Source: an optimization exercise on an open RTL-to-GDS flow (aim: small area and a short achievable clock period). Production flows keep margins and buffers that such runs may drop.
The RTL was checked by simulation tests, not by an equivalence proof against the original design.

==> job 3828: inputs <==
// FPU_Main
module FPU_Main (
    input clk,
    input [31:0] A,
    input [31:0] B,
    input [1:0] S,
    output [31:0] O
);
    localparam [1:0] OP_ADD = 2'd0, OP_SQRT = 2'd1, OP_MUL = 2'd2, OP_DIV = 2'd3;
    localparam [31:0] C_GUESS_M = 32'h3ff0f0f1;   
    localparam [31:0] C_GUESS_A = 32'h4034b4b5;   
    localparam [31:0] C_TWO     = 32'h40000000;
    localparam [31:0] C_X0      = 32'h3f5a827a;   
    localparam [31:0] C_R0      = 32'h3f95f61a;   
    localparam [31:0] C_SQ2     = 32'h3fb504f3;
    reg [31:0] A_r, B_r, t;         
    reg [22:0] y;
    reg        ye0;
    reg [1:0]  S_r;
    reg [4:0]  step;
    reg [1:0]  chg;                 
    reg        nn;                  
    reg [4:0]  sa;                  
    reg        sv;                  
    assign O = t;
    wire sq = (S_r == OP_SQRT);
    wire restart = |chg;
    wire       pos = (A_r[30:23] >= 8'd127);
    wire       sq_rem = ~A_r[23];
  ...
==> flow/config.mk <==
export PLATFORM = sky130hd
export DESIGN_NAME = FPU_Main
export DESIGN_NICKNAME = FPU_Main
export VERILOG_FILES = /design/flow/design.v
export SDC_FILE = /design/flow/constraint.sdc
export NUM_CORES = 8
export LEC_CHECK = 0
export ABC_AREA = 1
export CAP_MARGIN = 20
export CORE_MARGIN = 2
export CORE_UTILIZATION = 40
export SLEW_MARGIN = 20
export SYNTH_HIERARCHICAL = 1
export SYNTH_MINIMUM_KEEP_SIZE = 0
==> flow/constraint.sdc <==
create_clock -name core_clock -period 25.0 [get_ports {clk}]
set_input_delay 5.0000 -clock core_clock [delete_from_list [all_inputs] [get_ports {clk}]]
set_output_delay 5.0000 -clock core_clock [all_outputs]
set_load 0.01 [all_outputs]
standard.sh (not shown) runs the stock make flow with config.mk's settings and CLKGATE_MAP_FILE= SYNTH_SCRIPT=/design/flow/synth_recipe.tcl, a recipe that flattens the netlist after the stock synthesis.
==> flow/flow/run.sh <==
#!/bin/bash
set -euo pipefail
bash standard.sh synth > synth.log 2>&1
bash standard.sh SETUP_SLACK_MARGIN=17.4 finish > layout.log 2>&1
==> job 6889 (differences from job 3828) <==
--- a/flow/design.v
+++ b/flow/design.v
@@ -1,9 +1,9 @@
-module fpu_tree (input [23:0] xv, input [23:0] yv, input [25:0] ad, input cin, output [48:21] p, output [22:0] pl);
+module fpu_tree (input [23:0] xv, input [23:0] yv, input [25:0] ad, input cin, output [48:0] p);
     wire pp1;
     wire pp2;
     wire pp3;
     wire pp4;
     wire pp5;
     wire pp6;
     wire pp7;
     wire pp8;
@@ -2792,19 +2792,19 @@
     fpu_fa f502 (.a(pp528), .b(pp551), .ci(pp574), .s(s1652), .co(c1653));
     fpu_fa f503 (.a(c1645), .b(s1652), .ci(c1647), .s(s1654), .co(c1655));
     fpu_fa f504 (.a(an598), .b(s1654), .ci(c1649), .s(s1656), .co(c1657));
     fpu_fa f505 (.a(pp552), .b(pp575), .ci(c1653), .s(s1658), .co(c1659));
     fpu_fa f506 (.a(s1658), .b(an599), .ci(c1655), .s(s1660), .co(c1661));
     fpu_fa f507 (.a(pp576), .b(c1659), .ci(an600), .s(s1662), .co(c1663));
     wire [48:0] r0 = {an602, an601, s1662, s1660, s1656, c1643, c1633, c1621, s1620, s1606, c1573, c1553, c1531, c1507, c1481, c1453, c1423, c1391, c1357, c1321, c1283, c1243, s1242, c1157, c1111, c1065, c1023, c983, c945, c909, c875, c843, c813, c785, c759, c735, c713, c693, c675, s672, s656, s642, s632, s620, s614, s608, pp49, pp2, pp1};
     wire [48:0] r1 = {1'b1, c1663, c1661, c1657, c1651, s1650, s1642, s1632, c1607, c1591, s1590, s1572, s1552, s1530, s1506, s1480, s1452, s1422, s1390, s1356, s1320, s1282, c1201, s1200, s1156, s1110, s1064, s1022, s982, s944, s908, s874, s842, s812, s784, s758, s734, s712, s692, s674, s658, s644, s630, s622, s612, s606, s604, pp25, 1'b1};
-    fpu_cpa u_cpa (.a(r0), .b(r1), .p(p), .pl(pl));
+    fpu_cpa u_cpa (.a(r0), .b(r1), .p(p));
 endmodule
-module fpu_cpa (input [48:0] a, input [48:0] b, output [48:21] p, output [22:0] pl);
+module fpu_cpa (input [48:0] a, input [48:0] b, output [48:0] p);
     wire g1664;
     wire p1665;
     wire g1666;
     wire p1667;
     wire g1668;
     wire p1669;
     wire g1670;
     wire p1671;
@@ -3417,17 +3417,37 @@
     assign G1967 = G1926 | (P1927 & G1955);
     assign G1968 = G1928 | (P1929 & G1955);
     assign G1969 = G1930 | (P1931 & G1955);
     assign G1970 = G1932 | (P1933 & G1955);
     assign G1971 = G1934 | (P1935 & G1955);
     assign G1972 = G1936 | (P1937 & G1955);
     assign G1973 = G1938 | (P1939 & G1955);
     assign G1974 = G1956 | (P1957 & G1955);
-    assign pl = {p1709, p1707, p1705, p1703, p1701, p1699, p1697, p1695, p1693, p1691, p1689, p1687, p1685, p1683, p1681, p1679, p1677, p1675, p1673, p1671, p1669, p1667, p1665};
+    assign p[0] = p1665;
+    assign p[1] = ~(p1667 ^ g1762);
+    assign p[2] = ~(p1669 ^ G1763);
+    assign p[3] = ~(p1671 ^ G1810);
+    assign p[4] = ~(p1673 ^ G1811);
+    assign p[5] = ~(p1675 ^ G1856);
+    assign p[6] = ~(p1677 ^ G1857);
+    assign p[7] = ~(p1679 ^ G1858);
+    assign p[8] = ~(p1681 ^ G1859);
+    assign p[9] = ~(p1683 ^ G1900);
+    assign p[10] = ~(p1685 ^ G1901);
+    assign p[11] = ~(p1687 ^ G1902);
+    assign p[12] = ~(p1689 ^ G1903);
+    assign p[13] = ~(p1691 ^ G1904);
+    assign p[14] = ~(p1693 ^ G1905);
+    assign p[15] = ~(p1695 ^ G1906);
+    assign p[16] = ~(p1697 ^ G1907);
+    assign p[17] = ~(p1699 ^ G1940);
+    assign p[18] = ~(p1701 ^ G1941);
+    assign p[19] = ~(p1703 ^ G1942);
+    assign p[20] = ~(p1705 ^ G1943);
     assign p[21] = ~(p1707 ^ G1944);
     assign p[22] = ~(p1709 ^ G1945);
     assign p[23] = ~(p1711 ^ G1946);
     assign p[24] = ~(p1713 ^ G1947);
     assign p[25] = ~(p1715 ^ G1948);
     assign p[26] = ~(p1717 ^ G1949);
     assign p[27] = ~(p1719 ^ G1950);
     assign p[28] = ~(p1721 ^ G1951);
@@ -3516,18 +3536,17 @@
         O_X_C3E = 5'd11,   
         O_T_C3  = 5'd12,   
         O_B_A   = 5'd13,   
         O_FIX   = 5'd14,   
         O_ALN   = 5'd15,   
         O_ADD   = 5'd16,   
         O_SHN   = 5'd17,   
         O_NRM   = 5'd18,   
-        O_IDT   = 5'd19,   
-        O_CPA   = 5'd20;   
+        O_IDT   = 5'd19;   
     reg [3:0] j;
     reg       inner;
     reg [4:0] op;
     always @* begin
         inner = 1'b0; j = 4'd0;
         if (S_r == OP_DIV) begin
             inner = (nstep < 5'd12); j = nstep[3:0];
         end else if (nstep >= 5'd2 && nstep < 5'd14) begin
@@ -3554,92 +3573,95 @@
                 5'd28: op = O_X_C3E;
                 5'd29: op = sq_rem ? O_T_C3 : O_IDT;
                 default: ;
             endcase
         end else if (S_r == OP_DIV) begin
             if (nstep == 5'd12) op = O_FIX;
         end else if (S_r == OP_ADD) begin
             case (nstep)
-                5'd0: op = O_CPA;
-                5'd1: op = O_ALN;
-                5'd2: op = O_ADD;
-                5'd3: op = O_SHN;
-                5'd4: op = nn ? O_NRM : O_IDT;
+                5'd0: op = O_ALN;
+                5'd1: op = O_ADD;
+                5'd2: op = O_SHN;
+                5'd3: op = nn ? O_NRM : O_IDT;
                 default: ;
             endcase
         end else begin
             if (nstep == 5'd0) op = O_B_A;
         end
     end
     wire n_x_br = (op == O_X_T) || (op == O_B_A) ||
                   ((op == O_ALN) && abig) || ((op == O_ADD) && !abig);
+    wire n_x_ar = ((op == O_ALN) && !abig) || ((op == O_ADD) && abig);
     wire n_x_dp = (op == O_DP_C1) || (op == O_DP_Y);
-    wire n_x_t  = ((op == O_ALN) && !abig) || (op == O_T_Y_T) || (op == O_T_C3) || (op == O_IDT) || (op == O_X_C3E) || (op == O_FIX);
+    wire n_x_t  = (op == O_T_Y_T) || (op == O_T_C3) || (op == O_IDT) || (op == O_X_C3E) || (op == O_FIX);
     wire n_x_dpt = (op == O_DPT_C1);
     wire n_x_rc = (op == O_RC_N);
     wire n_x_tr = (op == O_NRM) || (op == O_SHN);
     wire n_x_r0 = (op == O_R0_AP);
     wire n_x_c2 = (op == O_C2_T);
     wire n_x_two = (op == O_TWO_T);
     wire n_x_x0 = (op == O_X0_T);
     wire n_y_c1 = (op == O_DP_C1) || (op == O_DPT_C1);
     wire n_y_y  = (op == O_T_Y_T);
     wire n_y_t  = (op == O_DP_Y);
-    wire n_y_a  = (op == O_B_A) || (op == O_CPA) || ((op == O_ADD) && abig);
+    wire n_y_a  = (op == O_B_A);
     wire n_y_ap = (op == O_RC_N) || (op == O_R0_AP);
     wire n_y_c3e = (op == O_X_C3E);
     wire n_y_c3 = (op == O_T_C3);
     wire n_y_one = (op == O_ADD) || (op == O_SHN) || (op == O_IDT);
     wire n_y_qtr = (op == O_C2_T) || (op == O_TWO_T);
     wire n_y_half = (op == O_X0_T) || (op == O_X_T);
     wire n_y_sh = (op == O_ALN) || (op == O_NRM);
     reg e1t, e1b, e2y, e2nb, e2a, e2x, e2s;   
     reg [7:0] kr;
-    reg xst, xsb, yst, ysa;
-    reg sxb, sxt, syy, sya, shen, hy_r;
+    reg xst, xsb, xsa, yst, ysa;
+    reg sxb, sxt, sxa, syy, sya, shen, hy_r, hx_r;
     reg kx_a, kx_b, kx_c, kx_d, kx_e, kx_f, kx_g;    
     reg ky_p, ky_q, ky_r;                            
     reg a_dv, a_sq, a_s0, a_ref_x;
     reg w_mul, w_sqa, w_dva, w_s0a, w_raw, w_nrm;
     reg we_y, we_x, syt;
     reg        c_shn;                                 
     wire [4:0] n_sa = (op == O_ALN) ? 5'd23 - de[4:0] : c_shn ? lz : sa;
     wire       n_sv = (op == O_ALN) ? (de < 8'd24) : c_shn ? 1'b1 : sv;
     always @(posedge clk) begin
         step <= nstep;
         e1t <= (op == O_DP_Y) || (op == O_T_Y_T) || (op == O_RC_N) || (op == O_X_C3E) || (op == O_T_C3) ||
                (op == O_SHN) || (op == O_NRM) || (op == O_IDT) || (op == O_FIX);
         e1b <= (op == O_X_T) || (op == O_B_A) || ((op == O_ADD) && !abig);
         e2nb <= (op == O_RC_N);
-        e2a <= (op == O_B_A) || (op == O_FIX) || (op == O_CPA) || ((op == O_ADD) && abig);
+        e2a <= (op == O_B_A) || (op == O_FIX) || ((op == O_ADD) && abig);
         e2x <= (op == O_X_C3E);
         e2s <= (op == O_NRM);
         case (op)
             O_DP_C1, O_DPT_C1, O_C2_T, O_TWO_T, O_R0_AP, O_RC_N: kr <= 8'd126;
             O_DP_Y, O_X_T: kr <= 8'd255;
             O_T_Y_T:        kr <= 8'd255;    
             O_B_A:          kr <= 8'd129;
             O_X0_T:         kr <= 8'd125;
             O_X_C3E:        kr <= {7'b1100000, pos & A_r[23]};
             O_FIX:          kr <= 8'd130;
             O_NRM:          kr <= 8'd1;
             default:        kr <= 8'd0;
         endcase
         xst <= (op == O_T_Y_T) || (op == O_X_C3E) || (op == O_T_C3) || (op == O_SHN) || (op == O_NRM) ||
                (op == O_IDT) || (op == O_FIX);
         xsb <= (op == O_RC_N) || (op == O_X_T) || (op == O_B_A) || ((op == O_ADD) && !abig);
+        xsa <= (op == O_ADD) && abig;
         e2y <= (op == O_T_Y_T);
         yst <= (op == O_DP_Y);
-        ysa <= (op == O_B_A) || (op == O_FIX) || (op == O_CPA) || ((op == O_ADD) && abig);
+        ysa <= (op == O_B_A) || (op == O_FIX);
         sxb <= n_x_br | n_x_dp;
         sxt <= n_x_t | n_x_rc | n_x_tr | n_x_dpt;
         syt <= n_y_t;
+        sxa <= n_x_ar;
         syy <= n_y_y;
         sya <= n_y_a | n_y_ap;
+        hx_r <= ~n_x_tr;
         sa <= n_sa;
         sv <= n_sv;
         c_shn <= (op == O_SHN);
         shen <= n_y_sh & n_sv;
         hy_r <= ~n_y_sh | ((n_sa == 5'd23) & n_sv);
         kx_a <= n_x_c2;
         kx_b <= n_x_r0 | n_x_x0;
         kx_c <= n_x_r0 | n_x_c2 | n_x_x0;
@@ -3656,72 +3678,71 @@
         a_s0  <= (op == O_ADD);
         w_sqa <= (op == O_X0_T) || (op == O_X_T);
         w_dva <= (op == O_C2_T) || (op == O_TWO_T);
         w_s0a <= (op == O_ADD);
         w_raw <= (op == O_ALN) || (op == O_SHN);
         w_nrm <= (op == O_NRM);
         w_mul <= (op == O_DP_C1) || (op == O_DP_Y) || (op == O_DPT_C1) || (op == O_T_Y_T) ||
                  (op == O_RC_N) || (op == O_R0_AP) || (op == O_X_C3E) || (op == O_T_C3) || (op == O_B_A) ||
-                 (op == O_IDT) || (op == O_FIX) || (op == O_CPA);
+                 (op == O_IDT) || (op == O_FIX);
         we_y  <= (op == O_DP_Y);
         we_x  <= (op == O_DPT_C1);
     end
     wire kx0 = 1'b0;
     wire [22:0] kxv = {kx_e, kx_a, kx_c, kx_e, kx_f, kx_e, kx_g, kx_c, kx_g, kx_f, kx_f, kx0,
                        kx_f, kx_b, kx0, kx_a, kx_e, kx_d, kx_c, kx_b, kx_a, kx_b, kx_a};
     wire [22:0] kyv = {ky_r, ky_p, ky_p, kx0, ky_q, kx0, ky_q, ky_r, ky_r, ky_r, ky_r, kx0,
                        ky_q, kx0, kx0, ky_p, ky_p, ky_p, ky_p, kx0, kx0, ky_q, ky_p};
     reg  [22:0] oh;                                   
     always @* begin
         for (k = 0; k < 23; k = k + 1)
             oh[k] = shen & (sa == k[4:0]);
     end
-    wire [22:0] xm = ({23{sxb}} & B_r[22:0]) | ({23{sxt}} & t[22:0]) | kxv;
-    wire        hx = 1'b1;
+    wire [22:0] xm = ({23{sxb}} & B_r[22:0]) | ({23{sxt}} & t[22:0]) | ({23{sxa}} & A_r[22:0]) | kxv;
+    wire        hx = hx_r;
     wire [22:0] ym = ({23{syy}} & y[22:0]) | ({23{syt}} & t[22:0]) | ({23{sya}} & A_r[22:0]) | kyv | oh;
     wire        hy = hy_r;
     wire [1:0]  ref2 = a_ref_x ? B_r[24:23] : C_X0[24:23];
     wire [1:0]  dq = t[24:23] - ref2;                
     wire        sh_p1 = a_sq & (dq == 2'd1);
     wire        sh_m1 = (a_sq & (dq == 2'd3)) | (a_dv & t[23]);
     wire        sh_m2 = a_dv & ~t[23];
     wire        sh_0  = (a_sq & (dq == 2'd0)) | a_s0;
     wire [23:0] av = {a_s0 ? de0 : 1'b1, t[22:0]};
     wire [25:0] aal = ({26{sh_p1}} & {1'b0, av, 1'b0}) | ({26{sh_0}} & {2'b00, av})
                     | ({26{sh_m1}} & {3'b000, av[23:1]}) | ({26{sh_m2}} & {4'b0000, av[23:2]});
     wire        asub = a_dv | (a_s0 & sub0);
     wire [25:0] ad = aal ^ {26{asub}};
-    wire [48:21] p;
-    wire [22:0] pl;                  
-    fpu_tree u_tree (.xv({hx, xm}), .yv({hy, ym}), .ad(ad), .cin(asub), .p(p), .pl(pl));
+    wire [48:0] p;
+    fpu_tree u_tree (.xv({hx, xm}), .yv({hy, ym}), .ad(ad), .cin(asub), .p(p));
     wire [7:0]  ex1 = ({8{e1t}} & t[30:23]) | ({8{e1b}} & B_r[30:23]);
     wire [7:0]  ex2 = ({8{e2y}} & {7'd0, ye0}) | ({8{e2nb}} & ~B_r[30:23]) | ({8{e2a}} & A_r[30:23])
                     | ({8{e2x}} & {1'b0, A_r[30:24]}) | ({8{e2s}} & {3'b111, ~sa});
     wire [7:0]  es, ec, e0, erc;
     genvar ge;
     generate
         for (ge = 0; ge < 8; ge = ge + 1) begin : g_exp
             fpu_fa u_c (.a(ex1[ge]), .b(ex2[ge]), .ci(kr[ge]), .s(es[ge]), .co(ec[ge]));
             if (ge == 0) begin : g_lsb
                 assign e0[0] = es[0];
                 assign erc[0] = 1'b0;
             end else begin : g_bit
                 fpu_fa u_r (.a(es[ge]), .b(ec[ge-1]), .ci(erc[ge-1]), .s(e0[ge]), .co(erc[ge]));
             end
         end
     endgenerate
-    wire        xs = (xst & t[31]) | (xsb & B_r[31]);
+    wire        xs = (xst & t[31]) | (xsb & B_r[31]) | (xsa & A_r[31]);
     wire        ys = (yst & t[31]) | (ysa & A_r[31]);
     wire        h = ((w_mul | w_s0a) & p[47]) | (w_sqa & (p[48] | p[47])) | (w_dva & p[45]);
     wire        hs48 = w_sqa & p[48];
     wire        hs47 = (w_mul | w_s0a) | (w_sqa & ~p[48]);
     wire        ls46 = w_mul | w_sqa | w_raw | w_s0a;
     wire [22:0] hi_m = ({23{hs48}} & p[47:25]) | ({23{hs47}} & p[46:24]) | ({23{w_dva}} & p[44:22]);
-    wire [22:0] lo_m = ({23{ls46}} & p[45:23]) | ({23{w_dva}} & p[43:21]) | ({23{w_nrm}} & pl);
+    wire [22:0] lo_m = ({23{ls46}} & p[45:23]) | ({23{w_dva}} & p[43:21]) | ({23{w_nrm}} & p[22:0]);
     wire [7:0]  e1 = e0 + 8'd1;
     wire [7:0]  e2 = e0 + 8'd2;
     wire [7:0]  hi_e;
     fpu_mux8 u_hie (.s(hs48), .a(e2), .b(e1), .y(hi_e));
     wire [7:0]  lo_e = e0;
     wire        rs = xs ^ ys;
     wire [31:0] res;
     wire [31:0] r_hi = {rs, hi_e, hi_m};
==> flow/flow/run.sh (replaced) <==
#!/bin/bash
set -euo pipefail
bash standard.sh synth > synth.log 2>&1
bash standard.sh SETUP_SLACK_MARGIN=17 finish > layout.log 2>&1
==> job 3435 (differences from job 3828) <==
--- a/flow/design.v
+++ b/flow/design.v
@@ -3516,18 +3516,17 @@
         O_X_C3E = 5'd11,   
         O_T_C3  = 5'd12,   
         O_B_A   = 5'd13,   
         O_FIX   = 5'd14,   
         O_ALN   = 5'd15,   
         O_ADD   = 5'd16,   
         O_SHN   = 5'd17,   
         O_NRM   = 5'd18,   
-        O_IDT   = 5'd19,   
-        O_CPA   = 5'd20;   
+        O_IDT   = 5'd19;   
     reg [3:0] j;
     reg       inner;
     reg [4:0] op;
     always @* begin
         inner = 1'b0; j = 4'd0;
         if (S_r == OP_DIV) begin
             inner = (nstep < 5'd12); j = nstep[3:0];
         end else if (nstep >= 5'd2 && nstep < 5'd14) begin
@@ -3554,92 +3553,95 @@
                 5'd28: op = O_X_C3E;
                 5'd29: op = sq_rem ? O_T_C3 : O_IDT;
                 default: ;
             endcase
         end else if (S_r == OP_DIV) begin
             if (nstep == 5'd12) op = O_FIX;
         end else if (S_r == OP_ADD) begin
             case (nstep)
-                5'd0: op = O_CPA;
-                5'd1: op = O_ALN;
-                5'd2: op = O_ADD;
-                5'd3: op = O_SHN;
-                5'd4: op = nn ? O_NRM : O_IDT;
+                5'd0: op = O_ALN;
+                5'd1: op = O_ADD;
+                5'd2: op = O_SHN;
+                5'd3: op = nn ? O_NRM : O_IDT;
                 default: ;
             endcase
         end else begin
             if (nstep == 5'd0) op = O_B_A;
         end
     end
     wire n_x_br = (op == O_X_T) || (op == O_B_A) ||
                   ((op == O_ALN) && abig) || ((op == O_ADD) && !abig);
+    wire n_x_ar = ((op == O_ALN) && !abig) || ((op == O_ADD) && abig);
     wire n_x_dp = (op == O_DP_C1) || (op == O_DP_Y);
-    wire n_x_t  = ((op == O_ALN) && !abig) || (op == O_T_Y_T) || (op == O_T_C3) || (op == O_IDT) || (op == O_X_C3E) || (op == O_FIX);
+    wire n_x_t  = (op == O_T_Y_T) || (op == O_T_C3) || (op == O_IDT) || (op == O_X_C3E) || (op == O_FIX);
     wire n_x_dpt = (op == O_DPT_C1);
     wire n_x_rc = (op == O_RC_N);
     wire n_x_tr = (op == O_NRM) || (op == O_SHN);
     wire n_x_r0 = (op == O_R0_AP);
     wire n_x_c2 = (op == O_C2_T);
     wire n_x_two = (op == O_TWO_T);
     wire n_x_x0 = (op == O_X0_T);
     wire n_y_c1 = (op == O_DP_C1) || (op == O_DPT_C1);
     wire n_y_y  = (op == O_T_Y_T);
     wire n_y_t  = (op == O_DP_Y);
-    wire n_y_a  = (op == O_B_A) || (op == O_CPA) || ((op == O_ADD) && abig);
+    wire n_y_a  = (op == O_B_A);
     wire n_y_ap = (op == O_RC_N) || (op == O_R0_AP);
     wire n_y_c3e = (op == O_X_C3E);
     wire n_y_c3 = (op == O_T_C3);
     wire n_y_one = (op == O_ADD) || (op == O_SHN) || (op == O_IDT);
     wire n_y_qtr = (op == O_C2_T) || (op == O_TWO_T);
     wire n_y_half = (op == O_X0_T) || (op == O_X_T);
     wire n_y_sh = (op == O_ALN) || (op == O_NRM);
     reg e1t, e1b, e2y, e2nb, e2a, e2x, e2s;   
     reg [7:0] kr;
-    reg xst, xsb, yst, ysa;
-    reg sxb, sxt, syy, sya, shen, hy_r;
+    reg xst, xsb, xsa, yst, ysa;
+    reg sxb, sxt, sxa, syy, sya, shen, hy_r, hx_r;
     reg kx_a, kx_b, kx_c, kx_d, kx_e, kx_f, kx_g;    
     reg ky_p, ky_q, ky_r;                            
     reg a_dv, a_sq, a_s0, a_ref_x;
     reg w_mul, w_sqa, w_dva, w_s0a, w_raw, w_nrm;
     reg we_y, we_x, syt;
     reg        c_shn;                                 
     wire [4:0] n_sa = (op == O_ALN) ? 5'd23 - de[4:0] : c_shn ? lz : sa;
     wire       n_sv = (op == O_ALN) ? (de < 8'd24) : c_shn ? 1'b1 : sv;
     always @(posedge clk) begin
         step <= nstep;
         e1t <= (op == O_DP_Y) || (op == O_T_Y_T) || (op == O_RC_N) || (op == O_X_C3E) || (op == O_T_C3) ||
                (op == O_SHN) || (op == O_NRM) || (op == O_IDT) || (op == O_FIX);
         e1b <= (op == O_X_T) || (op == O_B_A) || ((op == O_ADD) && !abig);
         e2nb <= (op == O_RC_N);
-        e2a <= (op == O_B_A) || (op == O_FIX) || (op == O_CPA) || ((op == O_ADD) && abig);
+        e2a <= (op == O_B_A) || (op == O_FIX) || ((op == O_ADD) && abig);
         e2x <= (op == O_X_C3E);
         e2s <= (op == O_NRM);
         case (op)
             O_DP_C1, O_DPT_C1, O_C2_T, O_TWO_T, O_R0_AP, O_RC_N: kr <= 8'd126;
             O_DP_Y, O_X_T: kr <= 8'd255;
             O_T_Y_T:        kr <= 8'd255;    
             O_B_A:          kr <= 8'd129;
             O_X0_T:         kr <= 8'd125;
             O_X_C3E:        kr <= {7'b1100000, pos & A_r[23]};
             O_FIX:          kr <= 8'd130;
             O_NRM:          kr <= 8'd1;
             default:        kr <= 8'd0;
         endcase
         xst <= (op == O_T_Y_T) || (op == O_X_C3E) || (op == O_T_C3) || (op == O_SHN) || (op == O_NRM) ||
                (op == O_IDT) || (op == O_FIX);
         xsb <= (op == O_RC_N) || (op == O_X_T) || (op == O_B_A) || ((op == O_ADD) && !abig);
+        xsa <= (op == O_ADD) && abig;
         e2y <= (op == O_T_Y_T);
         yst <= (op == O_DP_Y);
-        ysa <= (op == O_B_A) || (op == O_FIX) || (op == O_CPA) || ((op == O_ADD) && abig);
+        ysa <= (op == O_B_A) || (op == O_FIX);
         sxb <= n_x_br | n_x_dp;
         sxt <= n_x_t | n_x_rc | n_x_tr | n_x_dpt;
         syt <= n_y_t;
+        sxa <= n_x_ar;
         syy <= n_y_y;
         sya <= n_y_a | n_y_ap;
+        hx_r <= ~n_x_tr;
         sa <= n_sa;
         sv <= n_sv;
         c_shn <= (op == O_SHN);
         shen <= n_y_sh & n_sv;
         hy_r <= ~n_y_sh | ((n_sa == 5'd23) & n_sv);
         kx_a <= n_x_c2;
         kx_b <= n_x_r0 | n_x_x0;
         kx_c <= n_x_r0 | n_x_c2 | n_x_x0;
@@ -3656,32 +3658,32 @@
         a_s0  <= (op == O_ADD);
         w_sqa <= (op == O_X0_T) || (op == O_X_T);
         w_dva <= (op == O_C2_T) || (op == O_TWO_T);
         w_s0a <= (op == O_ADD);
         w_raw <= (op == O_ALN) || (op == O_SHN);
         w_nrm <= (op == O_NRM);
         w_mul <= (op == O_DP_C1) || (op == O_DP_Y) || (op == O_DPT_C1) || (op == O_T_Y_T) ||
                  (op == O_RC_N) || (op == O_R0_AP) || (op == O_X_C3E) || (op == O_T_C3) || (op == O_B_A) ||
-                 (op == O_IDT) || (op == O_FIX) || (op == O_CPA);
+                 (op == O_IDT) || (op == O_FIX);
         we_y  <= (op == O_DP_Y);
         we_x  <= (op == O_DPT_C1);
     end
     wire kx0 = 1'b0;
     wire [22:0] kxv = {kx_e, kx_a, kx_c, kx_e, kx_f, kx_e, kx_g, kx_c, kx_g, kx_f, kx_f, kx0,
                        kx_f, kx_b, kx0, kx_a, kx_e, kx_d, kx_c, kx_b, kx_a, kx_b, kx_a};
     wire [22:0] kyv = {ky_r, ky_p, ky_p, kx0, ky_q, kx0, ky_q, ky_r, ky_r, ky_r, ky_r, kx0,
                        ky_q, kx0, kx0, ky_p, ky_p, ky_p, ky_p, kx0, kx0, ky_q, ky_p};
     reg  [22:0] oh;                                   
     always @* begin
         for (k = 0; k < 23; k = k + 1)
             oh[k] = shen & (sa == k[4:0]);
     end
-    wire [22:0] xm = ({23{sxb}} & B_r[22:0]) | ({23{sxt}} & t[22:0]) | kxv;
-    wire        hx = 1'b1;
+    wire [22:0] xm = ({23{sxb}} & B_r[22:0]) | ({23{sxt}} & t[22:0]) | ({23{sxa}} & A_r[22:0]) | kxv;
+    wire        hx = hx_r;
     wire [22:0] ym = ({23{syy}} & y[22:0]) | ({23{syt}} & t[22:0]) | ({23{sya}} & A_r[22:0]) | kyv | oh;
     wire        hy = hy_r;
     wire [1:0]  ref2 = a_ref_x ? B_r[24:23] : C_X0[24:23];
     wire [1:0]  dq = t[24:23] - ref2;                
     wire        sh_p1 = a_sq & (dq == 2'd1);
     wire        sh_m1 = (a_sq & (dq == 2'd3)) | (a_dv & t[23]);
     wire        sh_m2 = a_dv & ~t[23];
     wire        sh_0  = (a_sq & (dq == 2'd0)) | a_s0;
@@ -3704,17 +3706,17 @@
             if (ge == 0) begin : g_lsb
                 assign e0[0] = es[0];
                 assign erc[0] = 1'b0;
             end else begin : g_bit
                 fpu_fa u_r (.a(es[ge]), .b(ec[ge-1]), .ci(erc[ge-1]), .s(e0[ge]), .co(erc[ge]));
             end
         end
     endgenerate
-    wire        xs = (xst & t[31]) | (xsb & B_r[31]);
+    wire        xs = (xst & t[31]) | (xsb & B_r[31]) | (xsa & A_r[31]);
     wire        ys = (yst & t[31]) | (ysa & A_r[31]);
     wire        h = ((w_mul | w_s0a) & p[47]) | (w_sqa & (p[48] | p[47])) | (w_dva & p[45]);
     wire        hs48 = w_sqa & p[48];
     wire        hs47 = (w_mul | w_s0a) | (w_sqa & ~p[48]);
     wire        ls46 = w_mul | w_sqa | w_raw | w_s0a;
     wire [22:0] hi_m = ({23{hs48}} & p[47:25]) | ({23{hs47}} & p[46:24]) | ({23{w_dva}} & p[44:22]);
     wire [22:0] lo_m = ({23{ls46}} & p[45:23]) | ({23{w_dva}} & p[43:21]) | ({23{w_nrm}} & pl);
     wire [7:0]  e1 = e0 + 8'd1;
==> flow/flow/run.sh (replaced) <==
#!/bin/bash
set -euo pipefail
bash standard.sh synth > synth.log 2>&1
bash standard.sh SETUP_SLACK_MARGIN=17 finish > layout.log 2>&1
==> summary of the runs <==
Wire length: job 3828 is higher than job 3435 (2.4%).
Final cell count, highest first: job 6889, job 3828, job 3435.
==> figures <==
metric	job 3828	job 3435	job 6889
Fillers	6830	6958	7094
Met2 WL post-DR	45.34 mm	43.62 mm	45.37 mm
Sequential fraction of total cell area	0.1306	0.1369	0.1329
Mean routed wirelength per cell	22.60 um	22.22 um	22.39 um
Final Hold Slack	0.5235 ns	0.5316 ns	0.5468 ns
Synthesized flop and latch total	174	178	178
Slack of the critical path	17.52 ns	17.27 ns	17.26 ns
Synthesized-area fraction occupied by adder cells	0.4166	0.4150	0.4120
Initial core utilization	0.4028	0.4036	0.4020
Result of the run	no timing/DRC/antenna violations	no timing/DRC/antenna violations	no timing/DRC/antenna violations

what the ideal ports hide:
Ports are ideal in the flow. The routed layouts listed here were re-timed in OpenROAD.
Step 1: set_driving_cell puts a clkbuf_16 on clk and a buf_2 on each other input, an assumption about the parent block.
Step 2 adds t to the input delays and takes it off the output delays; t is the mean of the earliest and latest rising clock arrival at the registers after step 1. Input paths then give back, and output paths get back, about the clock's delay inside the block.
Slacks: no drivers / after step 1 / after step 2; pairs: no drivers / after step 1.
run | shift t [ns] | slack for setup (ns) | latest minus earliest clock arrival (ns) | cell pins on the clock port's net
job 3828 | 0.489 | 17.518 / 17.518 / 17.518 | 0.009 / 0.009 | 1
job 6889 | 0.508 | 17.257 / 17.257 / 17.257 | 0.026 / 0.025 | 1
job 3435 | 0.487 | 17.270 / 17.270 / 17.270 | 0.013 / 0.014 | 1
After both steps every run listed still meets setup and hold.
